What follows belongs to an exercise in optimizing a design on an open flow for small area; a production flow would make more cautious choices.
Only simulation tests tie the RTL to the original design; equivalence was not proved.
No activity file was given, so power comes from the tool's default toggle rates.

==> flow/design.v <==
module lights
(
input [1:0] floornum,    
input [1:0] state,
output reg [6:0] floorseg,
output reg [6:0] stateseg
);
always @(*) begin
   case(floornum)
	2'd0: floorseg = 7'b1001111; 
	2'd1: floorseg = 7'b0010010; 
	2'd2: floorseg = 7'b0000110; 
	default: floorseg = 7'b1001100; 
   endcase
end
always @(*) begin
   case(state)
	2'b01: stateseg = 7'b1000001; 
	2'b10: stateseg = 7'b1000010; 
	default: stateseg = 7'b1111111;
   endcase
end
endmodule
module elevatorController
(
input clk, reset, Dsensor, Emergency,
Dopen, Dclose,
F1, F2, F3, F4,
F1up, F2down, F2up,
F3down, F3up, F4down,
output [1:0] state,
output [1:0] dfloor
);
parameter IDLE = 2'b00, UP = 2'b01, DOWN = 2'b10;
parameter C0 = 3'b000, C2 = 3'b011, C3 = 3'b111, CL = 3'b010;
reg [1:0] d;
reg odd;
reg [1:0] es;
wire door = ~(~c[2] & c[1] & ~c[0]);    
reg [2:0] c;
reg [1:0] ns;
reg [1:0] nf;
wire done = c[2] & ~c[1];                                    
wire [2:0] c_step = {c[1], c[0] & ~(Dclose & c[2]), ~c[2]};  
wire [3:0] Fin   = {F4, F3, F2, F1};
wire [3:0] Hup   = {1'b0, F3up, F2up, F1up};
wire [3:0] Hdown = {F4down, F3down, F2down, 1'b0};
wire [3:0] hall = Hup | Hdown;
wire anyhall = |hall;
wire [3:0] above = 4'b1110 << d;
wire [3:0] below = (4'b0001 << d) - 4'd1;
wire [3:0] beyond = (ns == IDLE) ? 4'b1111 : (ns[0] ? above : below);
wire [3:0] R = ((ns == IDLE) & anyhall) ? hall : (Fin & beyond);
wire found = |R;
reg [1:0] j;
always @(*) begin
  case (d)
  2'd0: j = R[0] ? 2'd0 : R[1] ? 2'd1 : R[2] ? 2'd2 : 2'd3;
  2'd1: j = R[1] ? 2'd1 : R[2] ? 2'd2 : R[0] ? 2'd0 : 2'd3;
  2'd2: j = R[2] ? 2'd2 : R[1] ? 2'd1 : R[3] ? 2'd3 : 2'd0;
  default: j = R[3] ? 2'd3 : R[2] ? 2'd2 : R[1] ? 2'd1 : 2'd0;
  endcase
end
wire jup = j > d;
wire jdir_up = d[1] ? ~Hdown[j] : Hup[j];
wire [1:0] jdir = jdir_up ? UP : DOWN;
wire [3:0] Hns = ns[0] ? Hup : Hdown;
wire [1:0] n = ns[0] ? d + 2'd1 : d - 2'd1;
wire stay = (Fin[d] | Hns[d]) & ~(d[1] & ns[0] & ~es[0]);
always @(posedge clk) begin
  if (reset) begin
    d <= 0; odd <= 0; es <= IDLE; c <= CL; ns <= IDLE; nf <= 0;
  end else if (odd) begin
    odd <= 0;
    d <= es[0] ? d + 2'd1 : d - 2'd1;
    if (!Emergency) begin
      if (es[0]) begin
        case (d)
        2'd0:  
          if (nf == 2'd1) begin
            if (F3 | F4 | F3up | F4down | F3down) ns <= UP;
            else if (F2up | F2down) ns <= IDLE;
            else if (F1up | F1) ns <= DOWN;
            else ns <= IDLE;
          end else if (nf[1]) begin
            ns <= UP;
            if (F2 | F2up) nf <= 2'd1;
          end
        2'd1:  
          if (nf == 2'd2) begin
            if (F4 | F4down) ns <= UP;
            else if (F3up | F3down | F3) ns <= IDLE;
            else if (F2up | F2down | F2 | F1up | F1) ns <= DOWN;
            else ns <= IDLE;
          end else if (nf == 2'd3) begin
            ns <= UP;
            if (F3 | F3up) nf <= 2'd2;
          end
        default: ;
        endcase
      end else begin
        case (d)
        2'd2:  
          if (nf == 2'd1) begin
            if (F1 | F1up) ns <= DOWN;
            else if (F2 | F2down | F2up) ns <= IDLE;
            else if (F3up | F3 | F3down | F4down | F4) ns <= UP;
            else ns <= IDLE;
          end else if (nf == 2'd0) begin
            ns <= DOWN;
            if (F2 | F2up) nf <= 2'd1;
          end
        2'd3:  
          if (nf == 2'd2) begin
            if (F1 | F2 | F1up | F2down | F2up) ns <= DOWN;
            else if (F3down | F3up | F3) ns <= IDLE;
            else if (F4down | F4) ns <= UP;
            else ns <= IDLE;
          end else if (~nf[1]) begin
            ns <= DOWN;
            if (F3 | F3down) nf <= 2'd2;
          end
        default: ;
        endcase
      end
    end
  end else if (Emergency) begin
    ns <= IDLE; c <= C0; es <= IDLE;
  end else if (es == IDLE) begin
    if (door) begin
      if (done) begin if (~Dsensor) c <= CL; end
      else c <= c_step;
    end else if (ns == IDLE) begin
      if (anyhall & (j == d)) begin c <= C0; ns <= jdir; end
      else if (anyhall) begin odd <= 1; es <= jup ? UP : DOWN; ns <= jdir; nf <= j; end
      else if (Dopen | Fin[d]) c <= C0;
      else if (found) begin
        odd <= 1; es <= jup ? UP : DOWN; nf <= j;
        ns <= (d == 2'd1 || d == 2'd2) ? (jup ? UP : DOWN) : IDLE;
      end
    end else begin
      if (Dopen | Fin[d] | (ns[0] ? Hup[d] : Hdown[d])) c <= C2;
      else if (found) begin odd <= 1; es <= ns; nf <= j; end
      else ns <= IDLE;
    end
  end else if (d == 2'd0 || d == 2'd3) begin
    es <= IDLE; ns <= IDLE; c <= C0;
  end else if (~door) begin
    if (nf == d) c <= C0;
    else odd <= 1;
  end else if (~done) begin
    c <= c_step;
  end else if (~Dsensor) begin
    if (ns == IDLE) begin
      es <= IDLE; c <= CL;
    end else if (stay) begin
      c <= C3;
    end else begin
      odd <= 1; es <= ns; c <= CL;
      nf <= (Fin[n] | Hns[n] | (d == 2'd1 & ~es[0])) ? n : {2{ns[0]}};
    end
  end
end
assign state = es;
assign dfloor = d;
endmodule
module elevator_top
(
input clk, reset, Dsensor, Emergency,
Dopen, Dclose,
F1, F2, F3, F4,
F1up, F2down, F2up,
F3down, F3up, F4down,
output [6:0] floordisp, 
output [6:0] statedisp, 
output emergencylight 
);
wire [1:0] dfloor;   
wire [1:0] state;
elevatorController eC1(
clk, reset, Dsensor, Emergency, Dopen, Dclose,
F1, F2, F3, F4, F1up, F2down, F2up, F3down, F3up, F4down,
state, dfloor);
lights lut1(dfloor, state, floordisp, statedisp);
assign emergencylight = Emergency;
endmodule
==> flow/flow/run.sh <==
#!/bin/bash
# Layout flow: the standard synthesis, then the combinational logic between
# the standard synthesis's flip-flops is re-optimised for area with ABC
# (flip-flop instances, names and cell types are kept; eight tries with
# different ABC seeds, the smallest is used), then the standard flow from
# floorplan to finish.
set -euo pipefail
RES=$PWD/orfs/results/$FLOW_PLATFORM/elevator_top/base
bash standard.sh $RES/1_2_yosys.v > standard_synth.log 2>&1
cp $RES/1_2_yosys.v $RES/1_2_yosys_std.v
LIB=$FLOW_HOME/platforms/$FLOW_PLATFORM/lib/sky130_fd_sc_hd__tt_025C_1v80.lib
for s in 1 2 3 4 5 6 7 8; do
  sed -e "s#@SEED@#$s#g" flow/area.abc > area_$s.abc
  sed -e "s#@LIB@#$LIB#g" -e "s#@IN@#$RES/1_2_yosys_std.v#g" -e "s#@OUT@#$PWD/resynth_$s.v#g" \
      -e "s#@ABC@#$PWD/area_$s.abc#g" -e "s#@STAT@#$PWD/resynth_$s.stat#g" flow/resynth.ys > resynth_$s.ys
done
for s in 1 2 3 4 5 6 7 8; do
  (yosys -s resynth_$s.ys > resynth_$s.log 2>&1 || true) &
  if [ $s = 4 ]; then wait; fi
done
wait
# candidates: finished tries whose netlist holds only library cells
best=$(for s in 1 2 3 4 5 6 7 8; do
  a=$(grep -s 'Chip area' resynth_$s.stat | awk '{print $NF}')
  if [ -n "$a" ] && [ -s resynth_$s.v ] && ! grep -qE '^\s*\\\$' resynth_$s.v; then echo "$a $s"; fi
done | sort -g | head -1 | awk '{print $2}')
if [ -z "$best" ]; then
  echo "no usable resynthesis, keeping the standard netlist" > resynth_choice.txt
  cp $RES/1_2_yosys_std.v resynth_std.v
  best=std
else
  echo "using resynth_$best" > resynth_choice.txt
fi
cat resynth_*.stat | grep 'Chip area' >> resynth_choice.txt || true
cp resynth_$best.v $RES/1_2_yosys.v
# ports are buffered with the smallest buffer
bash standard.sh BUFFER_PORTS_ARGS="-buffer_cell sky130_fd_sc_hd__buf_1" CTS_ARGS="-sink_clustering_enable -sink_clustering_size 50 -sink_clustering_max_diameter 500 -sink_clustering_levels 1 -buf_list sky130_fd_sc_hd__clkbuf_4 -root_buf sky130_fd_sc_hd__clkbuf_4 -repair_clock_nets" finish > standard_finish.log 2>&1
==> flow/flow/area.abc <==
strash
&get -n
&deepsyn -T 60 -S @SEED@
&put
dch -f
amap
topo
==> flow/flow/resynth.ys <==
# read the cells' functions, keep the flip-flops and tie cells as instances
read_liberty -ignore_miss_func @LIB@
read_verilog -defer @IN@
hierarchy -top elevator_top
blackbox sky130_fd_sc_hd__df* sky130_fd_sc_hd__edf* sky130_fd_sc_hd__sdf* sky130_fd_sc_hd__sedf* sky130_fd_sc_hd__dl* sky130_fd_sc_hd__conb_1
# hide the names of the combinational cells so that nets keep the netlist's names
rename -hide c:* t:sky130_fd_sc_hd__df* %d
flatten
opt -purge
abc -script @ABC@ -liberty @LIB@ -dont_use sky130_fd_sc_hd__probe_p_8 -dont_use sky130_fd_sc_hd__probec_p_8 -dont_use sky130_fd_sc_hd__lpflow_*
opt_clean -purge
hilomap -singleton -hicell sky130_fd_sc_hd__conb_1 HI -locell sky130_fd_sc_hd__conb_1 LO
insbuf -buf sky130_fd_sc_hd__buf_1 A X
splitnets
opt_clean -purge
select elevator_top
write_verilog -noattr -noexpr -nohex -nodec -selected @OUT@
select -clear
blackbox sky130_fd_sc_hd__*
tee -o @STAT@ stat -liberty @LIB@
==> flow/standard.sh <==
#!/bin/bash
# synth_recipe.tcl (not shown) runs the flow's synth.tcl, then flattens the netlist and writes it again
# the make line also repeats each setting of config.mk as NAME=value (left out here)
make -C /OpenROAD-flow-scripts/flow DESIGN_CONFIG=/design/flow/config.mk WORK_HOME=/design/flow/orfs CLKGATE_MAP_FILE= SYNTH_SCRIPT=/design/flow/synth_recipe.tcl "${@:-finish}"
==> flow/config.mk <==
export PLATFORM = sky130hd
export DESIGN_NAME = elevator_top
export DESIGN_NICKNAME = elevator_top
export VERILOG_FILES = /design/flow/design.v
export SDC_FILE = /design/flow/constraint.sdc
export NUM_CORES = 4
export LEC_CHECK = 0
export CAP_MARGIN = 20
export CORE_MARGIN = 2
export CORE_UTILIZATION = 30
export CTS_BUF_LIST = sky130_fd_sc_hd__clkbuf_4
export CTS_CLUSTER_DIAMETER = 100
export CTS_CLUSTER_SIZE = 30
export PLACE_DENSITY = 0.5
export SLEW_MARGIN = 20
==> flow/constraint.sdc <==
create_clock -name core_clock -period 5.0 [get_ports {clk}]
set_input_delay 1.0000 -clock core_clock [delete_from_list [all_inputs] [get_ports {clk}]]
set_output_delay 1.0000 -clock core_clock [all_outputs]
set_load 0.01 [all_outputs]
==> impl_metrics.yaml, run 1 <==
clock_network:
  cts-root-buf: "clkbuf_4"
  hold_buffers: 0
  cts_setup_buffers: 0
  post_cts_resized: 0
  clk_pin_slew_ns: 0.07
  tritoncts: "yes"
  cts.sinks: 12
  numCtsBuffers: 3
  clk_path_buf_depth: 2
  clkLatencyLatePin_ns: 0.27
  cts-htree-levels: 1
setup_path:
  crit_chain: "clkinv_1 > nor2_1 > clkinv_1 > nor3_1 > a2111oi_0 > o21ai_0 > a21oi_1 > or3_1 > a2111oi_0 > and2_0 > a21oi_1 > o21ai_0 > clkinv_1 > nor2b_1 > nor2_1 > a31oi_1 > nor2_1"
  end_kind: "flop"
  r2r_setup_slack_ns: 0.99
  slowest_delay_ns: 0.56
  path_delay_family: "simple AND/OR/NAND/NOR gates"
  setup.worst_path.end: "eC1.nf[1]$_SDFFE_PP0P_"
  crit_type: "reg2reg"
  cp.arrival_ns: 4.17
  critical_path_buf_inv_count: 3
  worst-r2r-cell-count: 17
  cp.required_ns: 5.16
  reg2reg_to: "eC1.nf[1]$_SDFFE_PP0P_"
  cp_max_fo: 8
  slowest_stage: "a2111oi_0"
  regToRegStartpoint: "eC1.d[0]$_SDFFE_PP0P_"
  crit_start: "eC1.d[0]$_SDFFE_PP0P_"
  crit_path_start_kind: "flop"
  crit_cells: 17
detailed_routing:
  dr_total_vias: 1445
  wl_um: 3680
  drc_errors: 0
  ant_nets: 0
  first_pass_iters: 4
  wire_per_inst_um: 14.1
  routed_via_density: 5.54
  drt_iter0_drc: 111
sta:
  finalCritPeriodShare_pct: 80.2
  fmax_ghz: 0.249
  fin_ws_ns: 0.991
  rsz0062_at_grt: "no"
  setup_tns_ns: 0
  tightest_slew_ns: 0.599
  fin_skew_ns: 0.00110
  drv_slew: 0
  slew_headroom_pct: 59.1
  period_needed_ns: 4.01
  setup_viol_count_final: 0
  finalHoldViolCount: 0
global_routing:
  grt_pass1_vias: 1287
  grt_pass1_wl_um: 5930
  grtUsageTotal_pct: 17.7
  grt_max_degree: 16
  overflow: 0
  antenna_found_initial: 0
power_and_ir_drop:
  irDropWorstVdd_mv: 0.166
  leakagePower_nw: 0.408
  cellPowerDensity_mw_per_mm2: 494
placed_design:
  dpl_worst_slack_ns: 0.854
  dpl.hpwl_um: 3030
  gp_congestion: 0.905
  port_buffers: 28
finish:
  synthToLayoutAreaGrowth_pct: 15.6
  nNetsFinal: 231
  layout-drive-gt1-share_pct: 2.35
  diodes: 0
synthesis:
  syn_nets: 203
  yosysWarnings: 2
  avgSynthCellArea_um2: 6.06
  syn_area_mm2: 0.00113
  syn_inst: 187
floorplanning:
  dieArea_mm2: 0.00429
  num_io_pins: 31
  core-area_mm2: 0.00363
  die_h_um: 65.5
  start_util_pct: 31.2
  rows: 22
  dieWidth_um: 65.5
status:
  outcome: "finished clean"
hold_path:
  hold_class: "reg2reg"
run:
  cap_violations: 0
tightest hold or removal path, cell delays in order, from the launching register on:
cell and delay [ns]:
dfxtp_1 0.33, clkinv_1 0.06, o22ai_1 0.07
metal layers:
layer,vias up,global-route usage [%],share of wire (%)
met3,6,3.42,7.0
met1,655,23.4,45
met5,-,0,0
li1,725,-,-
met4,0,3.39,0.98
met2,59,30.1,47
report_power, final:
group / switching, mW / leakage (nW) / internal (mW)
clock network: 0.0320 / 0.0138 / 0.0279
logic: 0.279 / 0.296 / 0.146
registers: 0.0396 / 0.0978 / 0.123
total: 0.350 / 0.408 / 0.297
registers in the layout (all words and copies together), names as in the netlist:
register and flops:
eC1.d 2, eC1.odd 1, eC1.nf 2, eC1.es 2, eC1.c 3, eC1.ns 2
cell type report:
cell class | instances | area [um2]
fillers | 439 | 2320
multi-input cells | 139 | 758
flip-flops and latches | 12 | 240
repair buffers | 30 | 120
inverters | 29 | 109
well taps | 48 | 60.1
clock buffers | 3 | 22.5
worst min-delay path by stage:
stage / from / endpoint / slack (ns) / depth (start not counted)
after global routing: eC1.es[1]$_SDFFE_PP0P_ / eC1.es[1]$_SDFFE_PP0P_ / 0.53 / 2
after floorplan: eC1.es[1]$_SDFFE_PP0P_ / eC1.es[1]$_SDFFE_PP0P_ / 0.46 / 2
after global placement: eC1.es[1]$_SDFFE_PP0P_ / eC1.es[1]$_SDFFE_PP0P_ / 0.49 / 2
final: eC1.es[1]$_SDFFE_PP0P_ / eC1.es[1]$_SDFFE_PP0P_ / 0.50 / 2
after CTS: eC1.es[1]$_SDFFE_PP0P_ / eC1.es[1]$_SDFFE_PP0P_ / 0.50 / 2
after detailed placement: eC1.es[1]$_SDFFE_PP0P_ / eC1.es[1]$_SDFFE_PP0P_ / 0.49 / 2
placed cells by master (no fill, tap or decap), types with 3 or more instances in the layout:
cell,count
o22ai_1,7
nor2_1,34
dfxtp_1,12
o21ai_0,15
or2_0,4
clkinv_1,29
a21oi_1,10
a2111oi_0,4
buf_1,28
o221ai_1,4
nor3_1,7
a22oi_1,3
clkbuf_4,3
a211oi_1,5
nand3_1,3
nand2_1,16
metrics by stage:
stage / hold WS (ns) / util [%] / std cells / total power [mW] / instance area (um2)
6_report: 0.495 / 36.1 / 261 / 0.648 / 1310
5_1_grt: 0.531 / 36.1 / 261 / 0.714 / 1310
4_1_cts: 0.500 / 36.1 / 261 / 0.646 / 1310
3_5_place_dp: 0.489 / 35.4 / 258 / 0.583 / 1290
3_3_place_gp: 0.491 / 35.4 / 258 / 0.598 / 1290
2_1_floorplan: 0.462 / - / 187 / 0.468 / 1130
==> inputs of run 2 (changes only) <==
--- a/flow/flow/run.sh
+++ b/flow/flow/run.sh
@@ -3,3 +3,3 @@
 # the standard synthesis's flip-flops is re-optimised for area with ABC
-# (flip-flop instances, names and cell types are kept; eight tries with
+# (flip-flop instances, names and cell types are kept; sixteen tries with
 # different ABC seeds, the smallest is used), then the standard flow from
@@ -11,3 +11,3 @@
 LIB=$FLOW_HOME/platforms/$FLOW_PLATFORM/lib/sky130_fd_sc_hd__tt_025C_1v80.lib
-for s in 1 2 3 4 5 6 7 8; do
+for s in $(seq 1 16); do
   sed -e "s#@SEED@#$s#g" flow/area.abc > area_$s.abc
@@ -16,5 +16,5 @@
 done
-for s in 1 2 3 4 5 6 7 8; do
+for s in $(seq 1 16); do
   (yosys -s resynth_$s.ys > resynth_$s.log 2>&1 || true) &
-  if [ $s = 4 ]; then wait; fi
+  if [ $s = 8 ]; then wait; fi
 done
@@ -22,3 +22,3 @@
 # candidates: finished tries whose netlist holds only library cells
-best=$(for s in 1 2 3 4 5 6 7 8; do
+best=$(for s in $(seq 1 16); do
   a=$(grep -s 'Chip area' resynth_$s.stat | awk '{print $NF}')
@@ -36,2 +36,2 @@
 # ports are buffered with the smallest buffer
-bash standard.sh BUFFER_PORTS_ARGS="-buffer_cell sky130_fd_sc_hd__buf_1" CTS_ARGS="-sink_clustering_enable -sink_clustering_size 50 -sink_clustering_max_diameter 500 -sink_clustering_levels 1 -buf_list sky130_fd_sc_hd__clkbuf_4 -root_buf sky130_fd_sc_hd__clkbuf_4 -repair_clock_nets" finish > standard_finish.log 2>&1
+bash standard.sh BUFFER_PORTS_ARGS="-buffer_cell sky130_fd_sc_hd__buf_1" finish > standard_finish.log 2>&1
==> flow/flow/area.abc (replaced) <==
strash
&get -n
&deepsyn -T 90 -S @SEED@
&put
dch -f
amap
topo
==> run 2 against run 1 <==
  * Area after synthesis is 0.77% lower
  * Core utilization is 0.45 points lower
  * Highest routed layer unchanged
  * Critical path depth is 1 higher
  * Still clean on timing, DRC and antenna
  * Wire length is 3.9% higher
  * Power is 8.5% higher
  * Global-route usage is 1.9 points higher
  * Non-clock buffer count is 1 lower
  * Sequential power is 7% higher
  * Clock power hardly changed
  * Fmax is 7.5% higher
  * Largest cell class unchanged
==> impl_metrics.yaml, run 2 <==
status:
  outcome: "finished clean"
setup_path:
  cp_max_fo: 4
  cp.required_ns: 5.19
  regToRegStartpoint: "eC1.d[0]$_SDFFE_PP0P_"
  cp.arrival_ns: 3.92
  crit_type: "in2reg"
  worst-r2r-cell-count: 11
  r2r_setup_slack_ns: 1.85
  reg2reg_to: "eC1.nf[1]$_SDFFE_PP0P_"
  cpMostUsedCell: "nor2_1"
  slowest_stage: "nor3_1"
  slowest_delay_ns: 0.38
  crit_path_start_kind: "primary input"
  end_kind: "flop"
  crit_chain: "buf_1 > nor2_1 > nand2_1 > nor3_1 > nor2_1 > clkinv_1 > o311ai_0 > o22ai_1 > nor2_1 > nand2_1 > o21ai_0 > nor2_1 > clkinv_1 > o21bai_1 > nor2_1 > a221oi_1 > clkinv_1 > o221ai_1"
  crit_start: "F2down"
  setup.worst_path.end: "eC1.ns[0]$_SDFFE_PP0P_"
detailed_routing:
  drc_errors: 0
  wire_per_inst_um: 14.7
  routed_via_density: 5.52
  wl_um: 3820
  first_pass_iters: 4
  drt_iter0_drc: 133
  ant_nets: 0
  dr_total_vias: 1429
synthesis:
  syn_inst: 186
  syn_area_mm2: 0.00112
  yosysWarnings: 2
  syn_nets: 202
  avgSynthCellArea_um2: 6.05
clock_network:
  clk_path_buf_depth: 2
  cts_setup_buffers: 0
  post_cts_resized: 0
  numCtsBuffers: 3
  clk_pin_slew_ns: 0.08
  tritoncts: "yes"
  clkLatencyLatePin_ns: 0.27
  hold_buffers: 0
  cts-htree-levels: 1
  cts-root-buf: "clkbuf_4"
  cts.sinks: 12
placed_design:
  dpl-instance-area_mm2: 0.00127
  gp_congestion: 0.965
  port_buffers: 28
  dpl.hpwl_um: 3090
sta:
  tightest_slew_ns: 0.625
  setup_viol_count_final: 0
  fin_skew_ns: 0.00350
  slew_headroom_pct: 57.2
  setup_tns_ns: 0
  finalHoldViolCount: 0
  finalCritPeriodShare_pct: 74.6
  fmax_ghz: 0.268
  rsz0062_at_grt: "no"
  period_needed_ns: 3.73
  drv_slew: 0
global_routing:
  grt_pass1_vias: 1410
  grt_max_degree: 14
  grtUsageTotal_pct: 19.6
  grt_pass1_wl_um: 6510
  overflow: 0
  antenna_found_initial: 0
finish:
  diodes: 0
  finalInstanceArea_mm2: 0.00129
  layout_common_cells: "nor2_1 (38), buf_1 (28), clkinv_1 (26)"
  synthToLayoutAreaGrowth_pct: 15.0
  layout-drive-gt1-share_pct: 1.90
  top_register: "eC1.c"
  final_common_cell: "nor2_1"
  nNetsFinal: 229
  largest_register_ffs: 3
floorplanning:
  rows: 22
  dieArea_mm2: 0.00425
  die_h_um: 65.2
  start_util_pct: 31.0
  dieWidth_um: 65.2
  core-area_mm2: 0.00363
  num_io_pins: 31
run:
  cap_violations: 0
power_and_ir_drop:
  irDropWorstVdd_mv: 0.191
  power.total_mw: 0.703
  leakagePower_nw: 0.404
  cellPowerDensity_mw_per_mm2: 543
hold_path:
  hold_class: "reg2reg"
[run 2: worst max-delay path: cells and delay by family]
kind	cells	cell delay [ns]
AOI/OAI and AO/OA	6	1.21
and+or+nand+nor	8	1.29
buffers and inverters	4	0.43
[run 2: power breakdown]
group	internal (mW)	leakage, nW	switching [mW]
combinational	0.158	0.293	0.310
clock	0.0279	0.0138	0.0318
sequential	0.124	0.0979	0.0508
total	0.310	0.404	0.392
[run 2: cell type report]
type                    count  area [um2]
flip-flops and latches     12         240
inverters                  26        97.6
well taps                  48        60.1
clock buffers               3        22.5
repair buffers             29         113
multi-input cells         141         761
fillers                   443        2340
[run 2: how the worst min path moves through the flow]
stage,cells after the start,slack (ns),from,end
3_3_place_gp,2,0.47,eC1.c[0]$_SDFFE_PP0P_,eC1.c[0]$_SDFFE_PP0P_
3_5_place_dp,2,0.47,eC1.c[0]$_SDFFE_PP0P_,eC1.c[0]$_SDFFE_PP0P_
2_1_floorplan,2,0.45,eC1.c[0]$_SDFFE_PP0P_,eC1.c[0]$_SDFFE_PP0P_
5_1_grt,2,0.50,eC1.c[0]$_SDFFE_PP0P_,eC1.c[0]$_SDFFE_PP0P_
6_report,2,0.48,eC1.c[0]$_SDFFE_PP0P_,eC1.c[0]$_SDFFE_PP0P_
4_1_cts,2,0.48,eC1.c[0]$_SDFFE_PP0P_,eC1.c[0]$_SDFFE_PP0P_
[run 2: layer usage]
| layer | GRT usage, % | vias to the layer above | wire (um) |
|---|---|---|---|
| met1 | 26.6 | 652 | 1820 |
| met4 | 7.03 | 0 | 53 |
| met5 | 0 | - | 0 |
| li1 | - | 713 | - |
| met2 | 30.7 | 58 | 1650 |
| met3 | 4.11 | 6 | 295 |
[run 2: per-stage QoR]
step | std cells | hold slack, ns | worst slack [ns] | utilization (%)
finish | 259 | 0.482 | 1.27 | 35.6
global route | 259 | 0.500 | 0.964 | 35.6
CTS | 259 | 0.482 | 1.32 | 35.6
detailed placement | 256 | 0.469 | 1.04 | 35.0
global placement | 256 | 0.472 | 0.962 | 35.0
floorplan | 186 | 0.448 | 1.74 | -
==> inputs of run 3 (changes only) <==
==> flow/flow/area.abc (replaced) <==
strash
&get -n
&deepsyn -T 240 -S @SEED@
&put
dch -f
amap
topo
==> run 3 against run 2 <==
  * Power rose by 4.9%
  * Still clean
  * Non-clock buffer count fell by 1
  * Hold slack improved by 0.0056 ns
  * Wire length fell by 8.7%
==> impl_metrics.yaml, run 3 <==
detailed_routing:
  first_pass_iters: 4
  routed_via_density: 5.43
  wire_per_inst_um: 13.5
  drc_errors: 0
  wl_um: 3490
  ant_nets: 0
  drt_iter0_drc: 106
  dr_total_vias: 1401
floorplanning:
  die_h_um: 64.7
  dieWidth_um: 64.7
  dieArea_mm2: 0.00418
  core-area_mm2: 0.00361
  num_io_pins: 31
  rows: 22
  start_util_pct: 30.6
synthesis:
  yosysWarnings: 2
  syn_nets: 201
  syn_area_mm2: 0.00110
  avgSynthCellArea_um2: 5.97
  syn_inst: 185
setup_path:
  cp.arrival_ns: 4.23
  path_delay_family: "compound AO/OA/AOI/OAI gates"
  critical_path_buf_inv_count: 4
  crit_type: "in2reg"
  slowest_stage: "nor3_1"
  slowest_delay_ns: 0.48
  crit_path_start_kind: "primary input"
  crit_chain: "buf_1 > nor2_1 > nand2_1 > nor3_1 > clkinv_1 > o21ai_0 > o21ai_0 > o22ai_1 > a21oi_1 > nor2_1 > a21oi_1 > o21ai_0 > clkinv_1 > o21bai_1 > nor2_1 > a221oi_1 > clkinv_1 > o221ai_1"
  cp.required_ns: 5.21
  cp_max_fo: 5
  end_kind: "flop"
sta:
  fmax_ghz: 0.248
  finalHoldViolCount: 0
  setup_tns_ns: 0
  drv_slew: 0
  period_needed_ns: 4.02
  slew_headroom_pct: 55.5
  tightest_slew_ns: 0.665
  setup_viol_count_final: 0
  fin_skew_ns: 0.00232
  finalCritPeriodShare_pct: 80.5
  rsz0062_at_grt: "no"
placed_design:
  gp_congestion: 0.919
  port_buffers: 28
  dpl.hpwl_um: 2780
finish:
  nNetsFinal: 227
  layout_common_cells: "nor2_1 (40), buf_1 (28), clkinv_1 (23)"
  layout-drive-gt1-share_pct: 1.43
  fillers: 400
  diodes: 0
  final_common_cell: "nor2_1"
  synthToLayoutAreaGrowth_pct: 15.0
  largest_register_ffs: 3
  utilization_pct: 35.2
  top_register: "eC1.c"
clock_network:
  clk_path_buf_depth: 2
  post_cts_resized: 0
  cts.sinks: 12
  cts-htree-levels: 1
  tritoncts: "yes"
  cts_setup_buffers: 0
  clk_pin_slew_ns: 0.08
  clkLatencyLatePin_ns: 0.28
  numCtsBuffers: 3
  cts-root-buf: "clkbuf_4"
  hold_buffers: 0
global_routing:
  grt_pass1_wl_um: 5820
  grtUsageTotal_pct: 17.6
  overflow: 0
  grt_max_degree: 20
  grt_pass1_vias: 1270
  antenna_found_initial: 0
power_and_ir_drop:
  leakagePower_nw: 0.389
  irDropWorstVdd_mv: 0.164
  cellPowerDensity_mw_per_mm2: 581
hold_path:
  hold_class: "reg2reg"
status:
  outcome: "finished clean"
run:
  cap_violations: 0
[run 3: path summary, 6_finish.rpt]
check | from | endpoint | slack, ns | cells after the start
max | F2down | eC1.ns[0]$_SDFFE_PP0P_ | 0.98 | 18
min | eC1.c[0]$_SDFFE_PP0P_ | eC1.c[0]$_SDFFE_PP0P_ | 0.49 | 2
max reg2reg | eC1.d[1]$_SDFFE_PP0P_ | eC1.nf[1]$_SDFFE_PP0P_ | 1.77 | 14
min reg2reg | eC1.c[0]$_SDFFE_PP0P_ | eC1.c[0]$_SDFFE_PP0P_ | 0.49 | 2
[run 3: layout make-up]
class,instances,area [um2],share of cell area [%]
timing repair buffer,28,105,8.28
clock inverter,1,3.75,0.296
tap,48,60.1,4.73
clock buffer,3,22.5,1.78
multi-input combinational,144,754,59.5
inverter,22,82.6,6.51
sequential,12,240,18.9
[run 3: stage by stage]
stage | instance area (um2) | total power, mW | instances | worst slack (ns) | hold WS, ns
after floorplan | 1100 | 0.538 | 185 | 1.48 | 0.448
after global placement | 1240 | 0.672 | 254 | 0.965 | 0.470
after detailed placement | 1240 | 0.661 | 254 | 0.760 | 0.468
after CTS | 1270 | 0.725 | 258 | 1.05 | 0.482
after global routing | 1270 | 0.811 | 258 | 0.494 | 0.524
final | 1270 | 0.737 | 258 | 0.976 | 0.488
[run 3: routing by layer]
layer | share of wire [%] | vias up | GRT usage, % | wire, um
met3 | 7.2 | 10 | 3.13 | 252
met2 | 43 | 63 | 27.1 | 1490
met4 | 3.4 | 0 | 9.31 | 118
met1 | 47 | 625 | 23.3 | 1630
li1 | - | 703 | - | -
met5 | 0 | - | 0 | 0
[run 3: where the power goes]
group / internal [mW] / leakage (nW) / switching, mW
logic: 0.165 / 0.276 / 0.317
registers: 0.127 / 0.0979 / 0.0634
clock network: 0.0290 / 0.0154 / 0.0363
total: 0.321 / 0.389 / 0.416
[run 3: worst reg2reg max path, delay by kind of cell (launching register included)]
family                 cells  cell delay, ns
AO/OA/AOI/OAI              6            0.90
buffers and inverters      1            0.30
flip-flops                 1            0.71
AND/OR/NAND/NOR            7            1.21
==> inputs of run 4 (changes only) <==
--- a/flow/flow/run.sh
+++ b/flow/flow/run.sh
@@ -3,3 +3,3 @@
 # the standard synthesis's flip-flops is re-optimised for area with ABC
-# (flip-flop instances, names and cell types are kept; sixteen tries with
+# (flip-flop instances, names and cell types are kept; thirty-two tries with
 # different ABC seeds, the smallest is used), then the standard flow from
@@ -11,3 +11,3 @@
 LIB=$FLOW_HOME/platforms/$FLOW_PLATFORM/lib/sky130_fd_sc_hd__tt_025C_1v80.lib
-for s in $(seq 1 16); do
+for s in $(seq 1 32); do
   sed -e "s#@SEED@#$s#g" flow/area.abc > area_$s.abc
@@ -16,5 +16,5 @@
 done
-for s in $(seq 1 16); do
+for s in $(seq 1 32); do
   (yosys -s resynth_$s.ys > resynth_$s.log 2>&1 || true) &
-  if [ $s = 8 ]; then wait; fi
+  if [ $((s % 8)) = 0 ]; then wait; fi
 done
@@ -22,3 +22,3 @@
 # candidates: finished tries whose netlist holds only library cells
-best=$(for s in $(seq 1 16); do
+best=$(for s in $(seq 1 32); do
   a=$(grep -s 'Chip area' resynth_$s.stat | awk '{print $NF}')
==> run 4 against run 3 <==
  * Sequential cell count unchanged
  * Area after synthesis unchanged
  * Final area is the same
  * Power stayed put
  * Global-route usage unchanged
  * Clock skew unchanged
  * Critical endpoint unchanged
  * Largest cell class unchanged
  * Highest routed layer unchanged
==> impl_metrics.yaml, run 4 <==
floorplanning:
  core-area_mm2: 0.00361
  rows: 22
  dieWidth_um: 64.7
  die_h_um: 64.7
  start_util_pct: 30.6
  num_io_pins: 31
  dieArea_mm2: 0.00418
synthesis:
  syn_inst: 185
  syn_nets: 201
  syn_area_mm2: 0.00110
  yosysWarnings: 2
  avgSynthCellArea_um2: 5.97
setup_path:
  crit_chain: "buf_1 > nor2_1 > nand2_1 > nor3_1 > clkinv_1 > o21ai_0 > o21ai_0 > o22ai_1 > a21oi_1 > nor2_1 > a21oi_1 > o21ai_0 > clkinv_1 > o21bai_1 > nor2_1 > a221oi_1 > clkinv_1 > o221ai_1"
  cp.required_ns: 5.21
  crit_type: "in2reg"
  slowest_delay_ns: 0.48
  crit_path_start_kind: "primary input"
  slowest_stage: "nor3_1"
  cp.arrival_ns: 4.23
  end_kind: "flop"
  cp_max_fo: 5
finish:
  layout_common_cells: "nor2_1 (40), buf_1 (28), clkinv_1 (23)"
  layout-drive-gt1-share_pct: 1.43
  utilization_pct: 35.2
  diodes: 0
  synthToLayoutAreaGrowth_pct: 15.0
  largest_register_ffs: 3
  nNetsFinal: 227
  top_register: "eC1.c"
  final_common_cell: "nor2_1"
  fillers: 400
global_routing:
  antenna_found_initial: 0
  grt_pass1_wl_um: 5820
  grtUsageTotal_pct: 17.6
  grt_pass1_vias: 1270
  grt_max_degree: 20
  overflow: 0
detailed_routing:
  wl_met1_um: 1630
  routed_via_density: 5.43
  dr_total_vias: 1401
  dr_wl_met2_um: 1490
  dr.max_layer_used: "met4"
  drc_errors: 0
  drt_iter0_drc: 106
  wl_um: 3490
  wire_per_inst_um: 13.5
  first_pass_iters: 4
  route.met3.wl_um: 252
  ant_nets: 0
clock_network:
  clk_pin_slew_ns: 0.08
  post_cts_resized: 0
  numCtsBuffers: 3
  cts_setup_buffers: 0
  clk_path_buf_depth: 2
  clkLatencyLatePin_ns: 0.28
  tritoncts: "yes"
  hold_buffers: 0
  cts-root-buf: "clkbuf_4"
  cts-htree-levels: 1
  cts.sinks: 12
sta:
  finalHoldViolCount: 0
  setup_viol_count_final: 0
  drv_slew: 0
  tightest_slew_ns: 0.665
  setup_tns_ns: 0
  period_needed_ns: 4.02
  slew_headroom_pct: 55.5
  finalCritPeriodShare_pct: 80.5
  fin_skew_ns: 0.00232
  rsz0062_at_grt: "no"
  fmax_ghz: 0.248
hold_path:
  hold_class: "reg2reg"
power_and_ir_drop:
  cellPowerDensity_mw_per_mm2: 581
  leakagePower_nw: 0.389
  irDropWorstVdd_mv: 0.164
placed_design:
  port_buffers: 28
  dpl.hpwl_um: 2780
  gp_congestion: 0.919
status:
  outcome: "finished clean"
run:
  cap_violations: 0
run 4: cell counts in the layout (fill, tap and decap cells not counted):
No cell type changed its count.
run 4: through the flow:
step	hold slack (ns)	power, mW	std cells	setup slack [ns]	cell area [um2]
finish	0.488	0.737	258	0.976	1270
global route	0.524	0.811	258	0.494	1270
CTS	0.482	0.725	258	1.05	1270
detailed placement	0.468	0.661	254	0.760	1240
global placement	0.470	0.672	254	0.965	1240
floorplan	0.448	0.538	185	1.48	1100
run 4: report_power, final:
part | switching (mW) | total, mW | leakage (nW) | internal (mW)
combinational | 0.317 | 0.482 | 0.276 | 0.165
clock | 0.0363 | 0.0653 | 0.0154 | 0.0290
sequential | 0.0634 | 0.190 | 0.0979 | 0.127
run 4: worst max-delay path: cells and delay by family:
family / cells / cell delay, ns
AOI/OAI and AO/OA: 9 / 1.70
and+or+nand+nor: 5 / 0.99
buffers and inverters: 4 / 0.54
run 4: area by class of cell:
class	count	area, um2	area share [%]
Multi-Input combinational cell	144	754	59.5
Sequential cell	12	240	18.9
Timing Repair Buffer	28	105	8.28
Inverter	22	82.6	6.51
Tap cell	48	60.1	4.73
Clock buffer	3	22.5	1.78
Clock inverter	1	3.75	0.296
run 4: final timing paths:
kind	start	to	slack, ns	cells past startpoint
max	F2down	eC1.ns[0]$_SDFFE_PP0P_	0.98	18
min	eC1.c[0]$_SDFFE_PP0P_	eC1.c[0]$_SDFFE_PP0P_	0.49	2
max reg2reg	eC1.d[1]$_SDFFE_PP0P_	eC1.nf[1]$_SDFFE_PP0P_	1.77	14
min reg2reg	eC1.c[0]$_SDFFE_PP0P_	eC1.c[0]$_SDFFE_PP0P_	0.49	2
run 4: metal layers:
metal  GRT usage, %  up-vias
li1               -      703
met1           23.3      625
met2           27.1       63
met3           3.13       10
met4           9.31        0
met5              0        -
==> inputs of run 5 (changes only) <==
==> flow/run.sh (new file) <==
#!/bin/bash
# synth_recipe.tcl (not shown) runs the flow's synth.tcl, then flattens the netlist and writes it again
# the make line also repeats each setting of config.mk as NAME=value (left out here)
make -C /OpenROAD-flow-scripts/flow DESIGN_CONFIG=/design/flow/config.mk WORK_HOME=/design/flow/orfs CLKGATE_MAP_FILE= SYNTH_SCRIPT=/design/flow/synth_recipe.tcl finish
--- a/flow/config.mk
+++ b/flow/config.mk
@@ -10,5 +10,2 @@
 export CORE_UTILIZATION = 30
-export CTS_BUF_LIST = sky130_fd_sc_hd__clkbuf_4
-export CTS_CLUSTER_DIAMETER = 100
-export CTS_CLUSTER_SIZE = 30
 export PLACE_DENSITY = 0.5
removed: flow/flow/run.sh
removed: flow/flow/area.abc
removed: flow/flow/resynth.ys
removed: flow/standard.sh
==> run 5 against run 4 <==
  * Highest routed layer unchanged
  * Critical path type unchanged
  * Non-clock buffer count up 11
  * Die area up 98%
  * Cell count up 69%
  * Setup slack worse by 0.54 ns
  * Clock power up 62%
  * Largest cell class unchanged
  * Wire length up 130%
  * Sequential power up 4%
  * Critical endpoint is now eC1.es[1]$_SDFFE_PP0P_
==> impl_metrics.yaml, run 5 <==
status:
  outcome: "finished clean"
sta:
  finalCritPeriodShare_pct: 91.4
  fin_skew_ns: 0.00157
  rsz0062_at_grt: "no"
  slew_headroom_pct: 50.3
  setup_viol_count_final: 0
  drv_slew: 0
  period_needed_ns: 4.57
  setup_tns_ns: 0
  tightest_slew_ns: 0.745
  finalHoldViolCount: 0
  fmax_ghz: 0.219
floorplanning:
  core-area_mm2: 0.00729
  rows: 31
  num_io_pins: 31
  dieWidth_um: 90.9
  start_util_pct: 31.1
  die_h_um: 90.9
  dieArea_mm2: 0.00827
synthesis:
  syn_nets: 351
  yosysUniqueCellTypes: 78
  synth_top_cell_by_area: "dfxtp_1"
  avgSynthCellArea_um2: 7.02
  yosysWarnings: 2
  syn_area_mm2: 0.00227
  synth.most_common_cell: "nor2_1"
  synth-seq-area-share_pct: 10.6
  synth_edf_count: 0
  ys_dominant_reg_cell: "dfxtp_1"
  synth.cells.most_frequent: "nor2_1 (33), a21oi_1 (27), inv_1 (23)"
  syn_inst: 323
  netlist_top_cells_area: "dfxtp_1 (11%), ha_1 (6.6%), a21oi_1 (6.0%)"
  async_flop_share_pct: 0
  synth_top_area_share_pct: 10.6
  ys_seq_elements: 12
run:
  cap_violations: 0
global_routing:
  grtUsageTotal_pct: 18.4
  grt_pass1_vias: 2333
  overflow: 0
  grt_max_degree: 21
  grt_pass1_wl_um: 12600
  antenna_found_initial: 0
finish:
  layout_common_cells: "nor2_1 (33), clkdlybuf4s50_1 (28), a21oi_1 (27)"
  finalInstanceArea_mm2: 0.00265
  synthToLayoutAreaGrowth_pct: 16.8
  final_common_cell: "nor2_1"
  nNetsFinal: 367
  fillers: 804
  largest_register_ffs: 3
  layout-drive-gt1-share_pct: 11.5
  top_register: "eC1.c"
  diodes: 0
  utilization_pct: 36.3
  stdcell_count: 437
clock_network:
  cts-htree-levels: 1
  cts-root-buf: "clkbuf_8"
  cts.sinks: 12
  clk_pin_slew_ns: 0.05
  clk_path_buf_depth: 2
  post_cts_resized: 0
  tritoncts: "yes"
  numCtsBuffers: 3
  clkLatencyLatePin_ns: 0.24
  cts_setup_buffers: 0
  hold_buffers: 0
power_and_ir_drop:
  p_int_mw: 0.735
  power.share.combinational_pct: 81.1
  seqPwrFrac_pct: 12.3
  cellPowerDensity_mw_per_mm2: 607
  power.total_mw: 1.61
  clkPwrFrac_pct: 6.6
  irDropWorstVdd_mv: 0.161
  switching_share_pct: 54.2
  p_sw_mw: 0.872
  leakagePower_nw: 0.954
setup_path:
  regToRegStartpoint: "eC1.d[0]$_SDFFE_PP0P_"
  end_kind: "flop"
  worst-r2r-cell-count: 18
  reg2reg_to: "eC1.es[1]$_SDFFE_PP0P_"
  cp.arrival_ns: 4.71
  r2r_setup_slack_ns: 0.82
  cp.required_ns: 5.14
  crit_path_start_kind: "primary input"
  setup.worst_path.end: "eC1.es[1]$_SDFFE_PP0P_"
  crit_type: "in2reg"
  cp_max_fo: 9
  crit_start: "F3down"
placed_design:
  port_buffers: 28
  dpl.hpwl_um: 5920
  gp_congestion: 0.918
  dpl-instance-area_mm2: 0.00259
  place_inst: 433
detailed_routing:
  drc_errors: 0
  wl_um: 7860
  wire_per_inst_um: 18.0
  first_pass_iters: 6
  ant_nets: 0
  dr_total_vias: 2567
  routed_via_density: 5.87
  drt_iter0_drc: 386
hold_path:
  hold_class: "reg2reg"
[run 5: cell count changes in the layout (fill, tap and decap cells not counted), moves of 6 or more]
cell / change
a21oi_1: +10
a31oi_1: +8
buf_1: -28
buf_4: +11
clkdlybuf4s50_1: +28
clkinv_1: -22
ha_1: +12
inv_1: +23
nand2_1: +6
nand2b_1: +6
nand3_1: +7
nor2_1: -7
[run 5: kinds of logic (layout without fill, tap and decap cells)]
group / count (synthesis) / after routing / synth area share [%]
simple gates: 121 / 121 / 28.8
compound gates: 111 / 111 / 35.9
buf+inv: 52 / 67 / 11.0
fa+ha+maj: 12 / 12 / 6.62
flops: 12 / 12 / 10.6
mux: 8 / 8 / 4.80
xor+xnor: 5 / 5 / 1.93
other cells: 2 / 2 / 0.331
[run 5: layer usage]
metal / track usage [%] / share of wire [%] / vias to the layer above / routed length [um]
li1: - / - / 1229 / -
met1: 26.5 / 46 / 1189 / 3630
met2: 27.9 / 44 / 133 / 3480
met3: 4.32 / 8.1 / 16 / 636
met4: 3.91 / 1.5 / 0 / 115
met5: 0 / 0 / - / 0
[run 5: worst min-delay path by stage]
stage                           from                     to  slack [ns]  depth (start not counted)
6_report       eC1.c[0]$_SDFFE_PP0P_  eC1.c[0]$_SDFFE_PP0P_        0.50                          2
3_5_place_dp   eC1.c[0]$_SDFFE_PP0P_  eC1.c[0]$_SDFFE_PP0P_        0.50                          2
4_1_cts        eC1.c[0]$_SDFFE_PP0P_  eC1.c[0]$_SDFFE_PP0P_        0.51                          2
3_3_place_gp   eC1.c[0]$_SDFFE_PP0P_  eC1.c[0]$_SDFFE_PP0P_        0.52                          2
5_1_grt        eC1.c[0]$_SDFFE_PP0P_  eC1.c[0]$_SDFFE_PP0P_        0.52                          2
2_1_floorplan  eC1.c[0]$_SDFFE_PP0P_  eC1.c[0]$_SDFFE_PP0P_        0.47                          2
[run 5: per-stage QoR]
| stage | setup WS, ns | hold WS [ns] |
|---|---|---|
| 6_report | 0.431 | 0.504 |
| 5_1_grt | 0.179 | 0.519 |
| 4_1_cts | 0.533 | 0.507 |
| 3_5_place_dp | 0.304 | 0.500 |
| 3_3_place_gp | 0.331 | 0.516 |
| 2_1_floorplan | 0.992 | 0.472 |
[run 5: worst max-delay path, cell delays in order]
cell and delay [ns]:
clkdlybuf4s50_1 0.58, nor4_4 0.39, a21oi_1 0.14, o22a_1 0.29
a311oi_1 0.39, a211o_1 0.25, inv_1 0.06, ha_1 0.27
nand2_1 0.06, a211oi_1 0.28, nor2_1 0.12, a32oi_1 0.35
a21oi_1 0.13, or3_1 0.32, o41ai_1 0.07
[run 5: power groups by stage]
stage                     registers (mW)  clock network (mW)  logic, mW
after floorplan                    0.150                   0      0.975
after global placement             0.200                   0       1.30
after detailed placement           0.197                   0       1.27
after CTS                          0.195               0.107       1.28
after global routing               0.205               0.116       1.42
final                              0.197               0.106       1.30
[run 5: area by class of cell]
cell class	instances	area, um2	share of cell area (%)
Tap cell	99	124	4.68
Clock buffer	4	55.1	2.08
Timing Repair Buffer	39	363	13.7
Sequential cell	12	240	9.07
Inverter	24	90.1	3.40
Multi-Input combinational cell	259	1780	67.1

[separate check: timing with driven ports]
The flow's constraints put no driver on any port. The routed layouts listed below were extracted and timed again, unchanged, in two steps. Step 1, drivers: a clkbuf_16 drives clk and a buf_2 each remaining input, both assumed. Step 2 also shifts input and output timing later by t, the mid clock arrival at the registers, as if the neighbouring blocks saw the same clock. Three values: no drivers, after step 1, after step 2; two values: the first two.
| run | t, ns | slack for setup (ns) | worst setup path after step 2 | pins driven straight from the clock port |
|---|---|---|---|---|
| run 1 | 0.291 | 0.991 / 0.991 / 0.857 | input to register | 1 |
| run 2 | 0.290 | 1.270 / 1.264 / 0.974 | input to register | 1 |
| run 3 | 0.302 | 0.976 / 0.979 / 0.677 | input to register | 1 |
| run 4 | 0.302 | 0.976 / 0.979 / 0.677 | input to register | 1 |
| run 5 | 0.264 | 0.431 / 0.434 / 0.170 | input to register | 1 |
After both steps setup and hold are still met in every run listed.
